Background: an optimization exercise with open tools, aiming at small area, a short achievable clock period and few clock cycles. Do not read the settings as production practice. Only simulation tests tie the RTL to the original design; equivalence was not proved. Power and IR drop assume default switching activity.

==> flow/design.v <==
module cpu(clk,reset,N,V,Z, mem_cmd, mem_addr, read_data, write_data);
    input clk, reset;
    input [15:0] read_data;
    output [15:0] write_data;
    output Z, V, N;
    output [8:0] mem_addr;
    output [1:0] mem_cmd;
    localparam [1:0] C_NONE = 2'b00, C_WRITE = 2'b01, C_READ = 2'b10;
    reg [127:0] R;               
    reg        halted;
    reg [1:0]  cmd;              
    reg [8:0]  maddr;            
    reg [15:0] wdata;            
    reg        isf;              
    reg [7:0]  fpc;              
    reg        fv;               
    reg        ldm_v, ldw_v;     
    reg [2:0]  ldm_rd, ldw_rd;
    reg        ldw_kill;         
    reg        fN, fV, fZ;
    assign mem_cmd = cmd;
    assign mem_addr = maddr;
    assign write_data = wdata;
    assign N = fN;
    assign V = fV;
    assign Z = fZ;
    reg [15:0] IR;
    reg        irv;
    wire [2:0] op = IR[15:13];
    wire [1:0] alu = IR[12:11];
    wire [2:0] rn = IR[10:8];
    wire [2:0] rd = IR[7:5];
    wire [1:0] sh = IR[4:3];
    wire [2:0] rm = IR[2:0];
    wire i_ldr  = ~op[2];
    wire i_str  = op[2] & ~op[1] & ~op[0];
    wire i_alu  = op[2] & ~op[1] & op[0];
    wire i_mov  = op[2] & op[1] & ~op[0];
    wire i_halt = op[2] & op[1] & op[0];
    wire i_movi = i_mov & alu[1];
    wire i_cmp  = i_alu & (alu == 2'b01);
    wire i_add  = i_alu & (alu == 2'b00);
    wire i_and  = i_alu & (alu == 2'b10);
    wire i_mvn  = i_alu & (alu == 2'b11);
    wire i_wr   = i_mov | (i_alu & (alu != 2'b01));
    wire [2:0] dst = i_movi ? rn : rd;
    wire [2:0] bidx = i_str ? rd : rm;       
    wire use_rn = i_ldr | i_str | (i_alu & (alu != 2'b11));
    wire use_rm = i_alu | (i_mov & ~alu[1]);
    wire use_rd = i_str;
    reg [15:0] A, B;
    reg        xv;
    reg [2:0]  xop;
    wire x_wr   = ~xop[2];
    wire x_cmp  = xop == 3'b100;
    wire x_ldr  = xop == 3'b101;
    wire x_str  = xop == 3'b110;
    wire x_halt = xop == 3'b111;
    reg [2:0]  x_dst;
    reg [4:0]  x_imm5;
    wire [15:0] xres;
    wire rd_x = (use_rn & (rn == x_dst)) | (use_rm & (rm == x_dst)) | (use_rd & (rd == x_dst));
    wire rd_m = (use_rn & (rn == ldm_rd)) | (use_rm & (rm == ldm_rd)) | (use_rd & (rd == ldm_rd));
    wire rd_w = (use_rn & (rn == ldw_rd)) | (use_rm & (rm == ldw_rd)) | (use_rd & (rd == ldw_rd));
    wire r_hazard = (xv & x_ldr & rd_x) | (ldm_v & rd_m) | (ldw_v & rd_w);
    wire x_fire = xv & ~halted & ~(ldw_v & x_wr);
    wire r_go = irv & ~halted & (~xv | x_fire) & ~r_hazard;
    reg [15:0] rfa, rfb;
    integer i;
    always @(*) begin
        rfa = 16'b0;
        rfb = 16'b0;
        for (i = 0; i < 8; i = i + 1) begin
            rfa = rfa | ({16{rn == i}} & R[16*i +: 16]);
            rfb = rfb | ({16{bidx == i}} & R[16*i +: 16]);
        end
    end
    wire ldw_ok = ldw_v & ~ldw_kill;
    wire fa_x = xv & x_wr & (x_dst == rn);
    wire fb_x = xv & x_wr & (x_dst == bidx);
    wire [15:0] ra = fa_x ? xres : rfa;
    wire [15:0] rb = fb_x ? xres : rfb;
    wire s_imm = i_movi;
    wire s_pas = ~i_movi & (i_str | (sh == 2'b00));
    wire s_shl = ~i_movi & ~i_str & (sh == 2'b01);
    wire s_shr = ~i_movi & ~i_str & sh[1];
    wire s_msb = ~i_movi & ~i_str & (sh == 2'b11);
    wire [15:0] imm8 = {{8{IR[7]}}, IR[7:0]};
    wire [15:0] B_n = ({16{s_imm}} & imm8) | ({16{s_pas}} & rb) |
                      ({16{s_shl}} & {rb[14:0], 1'b0}) |
                      ({16{s_shr}} & {s_msb & rb[15], rb[15:1]});
    wire [15:0] A_n = ra ^ {16{i_cmp}};    
    wire [15:0] sum = A + B;
    reg [15:0] xres_r;
    always @(*) begin
        case (xop[1:0])
            2'b00: xres_r = sum;
            2'b01: xres_r = B;
            2'b10: xres_r = A & B;
            default: xres_r = ~B;
        endcase
    end
    assign xres = xres_r;
    wire cN = ~sum[15];
    wire cZ = &sum;
    wire cV = (A[15] == B[15]) & (sum[15] != A[15]);
    wire [8:0] xaddr = A[8:0] + {{4{x_imm5[4]}}, x_imm5};
    integer j;
    wire        we = ldw_ok | (x_fire & x_wr);
    wire [2:0]  widx = ldw_v ? ldw_rd : x_dst;
    wire [15:0] wd = ldw_v ? read_data : xres;
    always @(posedge clk) begin
        for (j = 0; j < 8; j = j + 1)
            if (we && widx == j) R[16*j +: 16] <= wd;
    end
    wire accept = fv & (~irv | r_go);
    wire reject = fv & irv & ~r_go;
    wire [7:0] nf = reject ? fpc - {6'b0, isf, ~isf} : fpc;
    wire mem_go = x_fire & (x_ldr | x_str);
    wire stop = halted | (x_fire & x_halt);
    always @(posedge clk) begin
        if (accept) IR <= read_data;
        if (r_go) begin
            A <= A_n;
            B <= B_n;
            xop <= i_add ? 3'b000 : i_mov ? 3'b001 : i_and ? 3'b010 : i_mvn ? 3'b011 :
                   i_cmp ? 3'b100 : i_ldr ? 3'b101 : i_str ? 3'b110 : 3'b111;
            x_dst <= dst;
            x_imm5 <= IR[4:0];
        end
        wdata <= B;
        if (x_fire & x_cmp) begin
            fN <= cN;
            fV <= cV;
            fZ <= cZ;
        end
        ldm_rd <= x_dst;
        ldw_rd <= ldm_rd;
        ldw_kill <= x_fire & x_wr & ldm_v & (x_dst == ldm_rd);
    end
    always @(posedge clk) begin
        if (reset) begin
            irv <= 1'b0;
            xv <= 1'b0;
            halted <= 1'b0;
            cmd <= C_READ;
            maddr <= 9'd0;
            isf <= 1'b1;
            fpc <= 8'd1;
            fv <= 1'b0;
            ldm_v <= 1'b0;
            ldw_v <= 1'b0;
        end else begin
            irv <= accept | (irv & ~r_go);
            xv <= r_go | (xv & ~x_fire);
            halted <= stop;
            ldm_v <= x_fire & x_ldr;
            ldw_v <= ldm_v;
            fv <= isf & ~reject;
            if (mem_go) begin
                cmd <= x_ldr ? C_READ : C_WRITE;
                maddr <= xaddr;
                isf <= 1'b0;
                fpc <= nf;
            end else if (stop) begin
                cmd <= C_NONE;
                isf <= 1'b0;
            end else begin
                cmd <= C_READ;
                maddr <= {1'b0, nf};
                isf <= 1'b1;
                fpc <= nf + 8'd1;
            end
        end
    end
endmodule
==> flow/config.mk <==
export PLATFORM = sky130hd
export DESIGN_NAME = cpu
export DESIGN_NICKNAME = cpu
export VERILOG_FILES = /design/flow/design.v
export SDC_FILE = /design/flow/constraint.sdc
export NUM_CORES = 4
export LEC_CHECK = 0
export ABC_AREA = 1
export CAP_MARGIN = 20
export CORE_MARGIN = 2
export CORE_UTILIZATION = 40
export CTS_CLUSTER_DIAMETER = 100
export CTS_CLUSTER_SIZE = 24
export SETUP_SLACK_MARGIN = 4.5
export SLEW_MARGIN = 20
==> flow/constraint.sdc <==
create_clock -name core_clock -period 7.0 [get_ports {clk}]
set_input_delay 1.4000 -clock core_clock [delete_from_list [all_inputs] [get_ports {clk}]]
set_output_delay 1.4000 -clock core_clock [all_outputs]
set_load 0.01 [all_outputs]
run.sh (not shown) runs the stock make flow with config.mk's settings and CLKGATE_MAP_FILE= SYNTH_SCRIPT=/design/flow/synth_recipe.tcl, a recipe that flattens the netlist after the stock synthesis.
Testbench counts at the start, summed over its fixed seeds: cycles 17,825.
==> next run, changes <==
--- a/flow/design.v
+++ b/flow/design.v
@@ -23,12 +23,13 @@
     assign write_data = wdata;
     assign N = fN;
     assign V = fV;
     assign Z = fZ;
     reg [15:0] IR;
     reg        irv;
+    reg [2:0]  bidx;             
     wire [2:0] op = IR[15:13];
     wire [1:0] alu = IR[12:11];
     wire [2:0] rn = IR[10:8];
     wire [2:0] rd = IR[7:5];
     wire [1:0] sh = IR[4:3];
     wire [2:0] rm = IR[2:0];
@@ -41,13 +42,12 @@
     wire i_cmp  = i_alu & (alu == 2'b01);
     wire i_add  = i_alu & (alu == 2'b00);
     wire i_and  = i_alu & (alu == 2'b10);
     wire i_mvn  = i_alu & (alu == 2'b11);
     wire i_wr   = i_mov | (i_alu & (alu != 2'b01));
     wire [2:0] dst = i_movi ? rn : rd;
-    wire [2:0] bidx = i_str ? rd : rm;       
     wire use_rn = i_ldr | i_str | (i_alu & (alu != 2'b11));
     wire use_rm = i_alu | (i_mov & ~alu[1]);
     wire use_rd = i_str;
     reg [15:0] A, B;
     reg        xv;
     reg [2:0]  xop;
@@ -116,13 +116,16 @@
     wire accept = fv & (~irv | r_go);
     wire reject = fv & irv & ~r_go;
     wire [7:0] nf = reject ? fpc - {6'b0, isf, ~isf} : fpc;
     wire mem_go = x_fire & (x_ldr | x_str);
     wire stop = halted | (x_fire & x_halt);
     always @(posedge clk) begin
-        if (accept) IR <= read_data;
+        if (accept) begin
+            IR <= read_data;
+            bidx <= (read_data[15:13] == 3'b100) ? read_data[7:5] : read_data[2:0];
+        end
         if (r_go) begin
             A <= A_n;
             B <= B_n;
             xop <= i_add ? 3'b000 : i_mov ? 3'b001 : i_and ? 3'b010 : i_mvn ? 3'b011 :
                    i_cmp ? 3'b100 : i_ldr ? 3'b101 : i_str ? 3'b110 : 3'b111;
             x_dst <= dst;
The changed run produced a clean layout.
Combinational power decreases by about 4%.
Worst setup slack improved by 0.051 ns.
Clock-buffer cell count decreases by 2.
Global-route usage fell by 1.3 points.
Worst hold slack is better by 0.029 ns.
Via count shrinks by 5.1%.
Fmax goes up by 2.0%.
Flip-flop and latch count is higher by 3.
Sequential share of layout area rose by 1.3 points.
Testbench counts after the change, summed over its fixed seeds: cycles 17,825.

static timing again, ports no longer ideal:
No port has a modelled driver above. Below, the same layouts with a new extraction and two added sets of constraints. Step 1, drivers: a clkbuf_16 drives clk and a buf_2 each remaining input, both assumed. Step 2 times the ports against the registers' clock, not the clock port: input delays grow and output delays shrink by t, the midpoint of the rising clock arrivals with the driver on. Three values: ideal, step 1, step 2; two values: the first two.
run	t (ns)	setup slack, ns	slew at the worst register clock pin (ns)
the first run	0.542	4.359 / 4.359 / 4.148	0.11 / 0.11
the second run	0.546	4.411 / 4.411 / 4.123	0.10 / 0.10
After both steps every run listed still meets setup and hold. The setup slack of the second run, which loses most, moves by 0.000 ns with the drivers and by -0.288 ns with both steps.
